From an optimization exercise on the open Yosys and OpenROAD flow, aimed at small area; shortcuts taken in it are not production practice.
At most, simulation tests tie the RTL to the original design; equivalence was not proved.
No driver is modelled on the clock port, so clock power and skew are understated where the tree is cut down; a real chip needs a root buffer or a tree.
Power figures rest on the tool's default switching activity, not on a simulated workload.

==> module main_fpga, before the edit <==
module main_fpga (
    input clk,
    input rst,
    input btnCenter,
    input btnTop,
    input btnBottom,
    input btnLeft,
    input btnRight,
    input [15:0] sw,
    output [3:0] ssSel,
    output [7:0] ssDisp,
    output [15:0] led
);
    assign led = 16'b0000100110011001;
    reg [1:0] th;      
    reg [3:0] tu;      
    reg S;             
    reg [10:0] C;      
    reg [1:0] g;       
    localparam [10:0] T_SEED = 11'd10;
    localparam [10:0] T_MASK = 11'h3FB;
    wire P1 = ~(g[1] | g[0]);                    
    wire P2 = tu[3] & tu[1];                     
    wire th3 = th[1] & th[0];
    wire over = th3 & ~tu[3] & (tu[1] | tu[0]);   
    wire show = th3 & (tu[3] | tu[1] | tu[0]);    
    wire win = ~S;
    wire btn = btnCenter | btnLeft | btnRight;
    wire [1:0] n = {btnCenter | ~btnLeft, ~btnCenter};
    wire tdone = ~|(C & T_MASK);
    wire press = btn & ~P1 & ~over & (~S | P2);
    wire comp = S & ~over & tdone;
    wire timeout = over & tdone;
    wire [1:0] add = ({2{press}} & n) | ({2{comp}} & g);
    wire s0 = tu[0] ^ add[0];
    wire c0 = tu[0] & add[0];
    wire s1 = tu[1] ^ add[1] ^ c0;
    wire c1 = (tu[1] & add[1]) | (c0 & (tu[1] | add[1]));
    wire s2 = tu[2] ^ c1;
    wire c2 = tu[2] & c1;
    wire s3 = tu[3] ^ c2;
    wire carry = s3 & (s2 | s1);                 
    wire [3:0] nu = carry ? {2'b00, s2, s0} : {s3, s2, s1, s0};
    wire [1:0] nh = {th[1] ^ (th[0] & carry), th[0] ^ carry};
    always @(posedge clk) begin
        if (P1) begin
            th <= 2'd3;
            tu <= 4'd10;
        end else begin
            th <= nh;
            tu <= nu;
        end
        S <= press | (S & ~comp & ~P2);
        if (rst)
            g <= 0;
        else
            g <= (timeout & ~P1) ? 2'b00 : {g[0] | ~g[1], ~(g[1] & g[0])};
        C <= (press | comp) ? T_SEED : {C[9:0], C[10] ^ C[1]};
    end
    localparam [1:0] G0O = 2'd3;
    localparam [1:0] G0W = 2'd0;
    localparam [1:0] G0L = 2'd2;
    localparam [1:0] G1O = 2'd1;
    localparam [1:0] G1W = 2'd0;
    localparam [1:0] G1L = 2'd2;
    localparam [2:0] G2L = 3'd5;
    localparam [3:0] G3W = 4'd12;
    localparam [3:0] G3L = 4'd14;
    reg [6:0] rc;      
    reg [4:0] J;       
    localparam [6:0] R_SEED = 7'd25;
    wire step = ~|rc[4:0];
    wire d3 = J[4];
    wire d2 = ~J[4] & J[3];
    wire d1 = ~J[4] & ~J[3] & J[2];
    wire d0 = ~J[4] & ~J[3] & ~J[2];
    reg [4:0] nj;
    always @* begin
        if (d0)
            nj = {3'b001, show ? (win ? G1W : G1L) : G1O};
        else if (d1)
            nj = {2'b01, show ? (win ? 3'd1 : G2L) : {1'b0, th}};
        else if (d2)
            nj = {1'b1, show ? (win ? G3W : G3L) : tu};
        else
            nj = {3'b000, show ? (win ? G0W : G0L) : G0O};
    end
    always @(posedge clk) begin
        if (rst) begin
            rc <= R_SEED;
            J <= {3'b000, G0O};
        end else begin
            rc <= step ? R_SEED : {rc[5:0], rc[6] ^ rc[0]};
            if (step)
                J <= nj;
        end
    end
    assign ssSel = {~d3, ~d2, ~d1, ~d0};
    assign ssDisp[7] = 1'b1;
    wire dn_00;
    wire dn_01;
    wire dn_02;
    wire dn_03;
    wire dn_04;
    wire dn_05;
    wire dn_06;
    wire dn_07;
    wire dn_08;
    wire dn_09;
    wire dn_10;
    wire dn_11;
    wire dn_12;
    wire dn_13;
    wire dn_14;
    wire dn_15;
    wire dn_16;
    assign dn_00 = (~(J[0]));
    assign dn_01 = (~(J[2]));
    assign dn_02 = (~(J[1]));
    assign dn_03 = (~(dn_01)&~(dn_02));
    assign dn_04 = ((J[4])&(dn_00)&(dn_03));
    assign dn_05 = (~(J[3])&~(J[4]));
    assign dn_06 = (~(dn_05));
    assign dn_07 = (~(J[3])) | (~(J[4]));
    assign dn_08 = (~(J[2])&~(J[1]));
    assign dn_09 = (~(dn_07)&~(J[0])&~(dn_05)) | (~(dn_07)&~(dn_03)&~(dn_05)) | (~(dn_08)&~(J[0])&~(dn_05)) | (~(dn_08)&~(dn_03)&~(dn_05));
    assign dn_10 = (~(dn_00)&~(dn_09));
    assign dn_11 = (~(J[1])&~(dn_10)) | (~(dn_06)&~(dn_10));
    assign dn_12 = (~(dn_05)&~(dn_10));
    assign dn_13 = (~(J[2])) | (~(dn_02));
    assign ssDisp[5] = (~(dn_12)&~(dn_13)) | (~(dn_04)&~(dn_11));
    assign dn_14 = (~(J[3])&~(dn_01)) | (~(J[3])&~(dn_00)) | (~(J[4])&~(dn_01)) | (~(J[4])&~(dn_00));
    assign ssDisp[2] = (~(dn_00)&~(dn_06)) | (~(dn_02)&~(dn_14));
    assign dn_15 = (~(J[4])) | (~(dn_00)) | (~(J[2])) | (~(dn_02));
    assign ssDisp[3] = (~(dn_00)&~(dn_09)) | (~(dn_15));
    assign dn_16 = (~(dn_01)&~(dn_04)) | (~(dn_05)&~(dn_04));
    assign ssDisp[1] = (~(dn_00)&~(dn_13)) | (~(dn_16));
    assign ssDisp[0] = (~(J[3])&~(dn_15)) | (~(dn_03)&~(dn_12));
    assign ssDisp[6] = (~(dn_07)&~(dn_13)) | (~(dn_09));
    assign ssDisp[4] = (~(J[3])&~(dn_15)) | (~(dn_00));
endmodule
export LEC_CHECK = 0
export CAP_MARGIN = 20
export CORE_MARGIN = 2
export CORE_UTILIZATION = 40
export SLEW_MARGIN = 20
create_clock -name core_clock -period 10.0 [get_ports {clk}]
standard.sh (not shown) runs the stock make flow with config.mk's settings and CLKGATE_MAP_FILE= SYNTH_SCRIPT=/design/flow/synth_recipe.tcl, a recipe that flattens the netlist after the stock synthesis.
==> flow/flow/run.sh <==
#!/bin/bash
# Layout flow: the standard ORFS flow (standard.sh) with
#  - synthesis as standard, but ABC maps for area (flow/area.abc) and no
#    adder extraction;
#  - one tie cell for all constant outputs (flow/ties.tcl);
#  - port buffers of the smallest buffer cell;
#  - one clock buffer for the few registers in place of the H-tree
#    (flow/cts_single.tcl).
# Each tool's output goes to the ORFS logs under orfs/logs and to *.log here.
set -euo pipefail
W=$(pwd)
F=$W/flow

# synthesis script: ORFS synth.tcl with its abc call using flow/area.abc
sed -e "s#log_cmd abc {\*}\$abc_args#log_cmd abc -script $F/area.abc {*}\$lib_args {*}\$lib_dont_use_args#" \
  "$FLOW_HOME/scripts/synth.tcl" > "$W/synth_area.tcl"
grep -q "area.abc" "$W/synth_area.tcl"
sed -e "s#\$::env(SCRIPTS_DIR)/synth.tcl#$W/synth_area.tcl#" synth_recipe.tcl > "$W/synth_recipe_area.tcl"
grep -q "synth_area.tcl" "$W/synth_recipe_area.tcl"

ARGS=(
  SYNTH_SCRIPT="$W/synth_recipe_area.tcl"
  ADDER_MAP_FILE=
  POST_FLOORPLAN_TCL="$F/ties.tcl"
  BUFFER_PORTS_ARGS="-buffer_cell sky130_fd_sc_hd__buf_1"
  PRE_CTS_TCL="$F/cts_single.tcl"
)
bash standard.sh "${ARGS[@]}" finish > "$W/standard_finish.log" 2>&1
Other scripts of this flow, unchanged in this note and not shown: flow/flow/area.abc, flow/flow/cts_single.tcl, flow/flow/ties.tcl
Edit:
--- a/flow/design.v
+++ b/flow/design.v
@@ -23,8 +23,8 @@
     wire P1 = ~(g[1] | g[0]);                    
     wire P2 = tu[3] & tu[1];                     
     wire th3 = th[1] & th[0];
-    wire over = th3 & ~tu[3] & (tu[1] | tu[0]);   
-    wire show = th3 & (tu[3] | tu[1] | tu[0]);    
+    wire over = th3 & ~tu[3] & ~tu[2] & (tu[1] | tu[0]);    
+    wire show = th3 & (tu[3] | tu[2] | tu[1] | tu[0]);      
     wire win = ~S;
     wire btn = btnCenter | btnLeft | btnRight;
     wire [1:0] n = {btnCenter | ~btnLeft, ~btnCenter};
@@ -98,45 +98,11 @@
     end
     assign ssSel = {~d3, ~d2, ~d1, ~d0};
     assign ssDisp[7] = 1'b1;
-    wire dn_00;
-    wire dn_01;
-    wire dn_02;
-    wire dn_03;
-    wire dn_04;
-    wire dn_05;
-    wire dn_06;
-    wire dn_07;
-    wire dn_08;
-    wire dn_09;
-    wire dn_10;
-    wire dn_11;
-    wire dn_12;
-    wire dn_13;
-    wire dn_14;
-    wire dn_15;
-    wire dn_16;
-    assign dn_00 = (~(J[0]));
-    assign dn_01 = (~(J[2]));
-    assign dn_02 = (~(J[1]));
-    assign dn_03 = (~(dn_01)&~(dn_02));
-    assign dn_04 = ((J[4])&(dn_00)&(dn_03));
-    assign dn_05 = (~(J[3])&~(J[4]));
-    assign dn_06 = (~(dn_05));
-    assign dn_07 = (~(J[3])) | (~(J[4]));
-    assign dn_08 = (~(J[2])&~(J[1]));
-    assign dn_09 = (~(dn_07)&~(J[0])&~(dn_05)) | (~(dn_07)&~(dn_03)&~(dn_05)) | (~(dn_08)&~(J[0])&~(dn_05)) | (~(dn_08)&~(dn_03)&~(dn_05));
-    assign dn_10 = (~(dn_00)&~(dn_09));
-    assign dn_11 = (~(J[1])&~(dn_10)) | (~(dn_06)&~(dn_10));
-    assign dn_12 = (~(dn_05)&~(dn_10));
-    assign dn_13 = (~(J[2])) | (~(dn_02));
-    assign ssDisp[5] = (~(dn_12)&~(dn_13)) | (~(dn_04)&~(dn_11));
-    assign dn_14 = (~(J[3])&~(dn_01)) | (~(J[3])&~(dn_00)) | (~(J[4])&~(dn_01)) | (~(J[4])&~(dn_00));
-    assign ssDisp[2] = (~(dn_00)&~(dn_06)) | (~(dn_02)&~(dn_14));
-    assign dn_15 = (~(J[4])) | (~(dn_00)) | (~(J[2])) | (~(dn_02));
-    assign ssDisp[3] = (~(dn_00)&~(dn_09)) | (~(dn_15));
-    assign dn_16 = (~(dn_01)&~(dn_04)) | (~(dn_05)&~(dn_04));
-    assign ssDisp[1] = (~(dn_00)&~(dn_13)) | (~(dn_16));
-    assign ssDisp[0] = (~(J[3])&~(dn_15)) | (~(dn_03)&~(dn_12));
-    assign ssDisp[6] = (~(dn_07)&~(dn_13)) | (~(dn_09));
-    assign ssDisp[4] = (~(J[3])&~(dn_15)) | (~(dn_00));
+    assign ssDisp[0] = (~J[4] & ~J[3] & ~J[2]) | (~J[4] & ~J[3] & ~J[1]) | (~J[3] & J[2] & ~J[1] & ~J[0]) | (~J[4] & ~J[2] & ~J[1] & J[0]) | (~J[3] & ~J[2] & ~J[1] & J[0]);
+    assign ssDisp[1] = (J[2] & ~J[1] & J[0]) | (~J[4] & ~J[3] & ~J[2]) | (J[4] & J[2] & J[1] & ~J[0]);
+    assign ssDisp[2] = (~J[2] & J[1] & ~J[0]) | (~J[4] & ~J[3] & J[0]) | (J[4] & J[3] & J[1]);
+    assign ssDisp[3] = (~J[4] & ~J[3] & J[0]) | (J[4] & J[2] & ~J[1] & ~J[0]) | (J[2] & J[1] & J[0]) | (~J[4] & ~J[2] & ~J[1] & J[0]) | (~J[3] & ~J[2] & ~J[1] & J[0]);
+    assign ssDisp[4] = (J[0]) | (J[4] & ~J[3] & J[2] & ~J[1]);
+    assign ssDisp[5] = (J[1] & J[0]) | (~J[4] & ~J[3] & J[2] & ~J[1]) | (~J[4] & J[3] & J[1]) | (~J[3] & ~J[2] & J[0]) | (J[4] & ~J[2] & J[1]) | (~J[4] & ~J[2] & J[0]);
+    assign ssDisp[6] = (~J[4] & ~J[3]) | (~J[4] & ~J[2] & ~J[1]) | (~J[3] & ~J[2] & ~J[1]) | (J[2] & J[1] & J[0]) | (J[4] & J[3] & J[2] & ~J[1]);
 endmodule
After rerunning: The new run finished with timing, DRC and antenna clean; final area increases by 3.1%; area after synthesis increases by 2.9%; worst hold slack degrades by 7.2 ps; setup slack improves by 91 ps; critical path depth increases by 1; sequential power is about the same; first-iteration DRC count decreases by 31%; via count increases by 4.0%; core utilization decreases by 0.99 points; sequential cell count does not change.
No functional check of the RTL was part of the second run of this note. In every run of this note, the design's own scripts or RTL, not TritonCTS, make the clock network.

## static timing again, ports no longer ideal
The flow's constraints put no driver on any port. The routed layouts listed below were extracted and timed again, unchanged, in two steps.
Step 1 assumes that a clkbuf_16 drives the clock port and a buf_2 every other input.
Step 2 moves the port delays by t, midway between the first and last clock arrival at a register: inputs arrive t later, outputs are due t later. That takes back most of the time a late clock gives input paths.
Three values: ideal ports, drivers, drivers and shift; two values: the first two.
run | t (ns) | setup WS [ns] | hold slack, ns | clock arrival spread, ns
the first run | 0.202 | 5.983 / 5.987 / 5.785 | 0.441 / 0.441 / 0.441 | 0.007 / 0.006
the second run | 0.199 | 6.074 / 6.077 / 5.878 | 0.433 / 0.433 / 0.433 | 0.004 / 0.004
After both steps setup and hold are still met in every run listed. For the first run, which loses most, drivers alone change the setup slack by +0.004 ns; drivers and shift together by -0.198 ns.
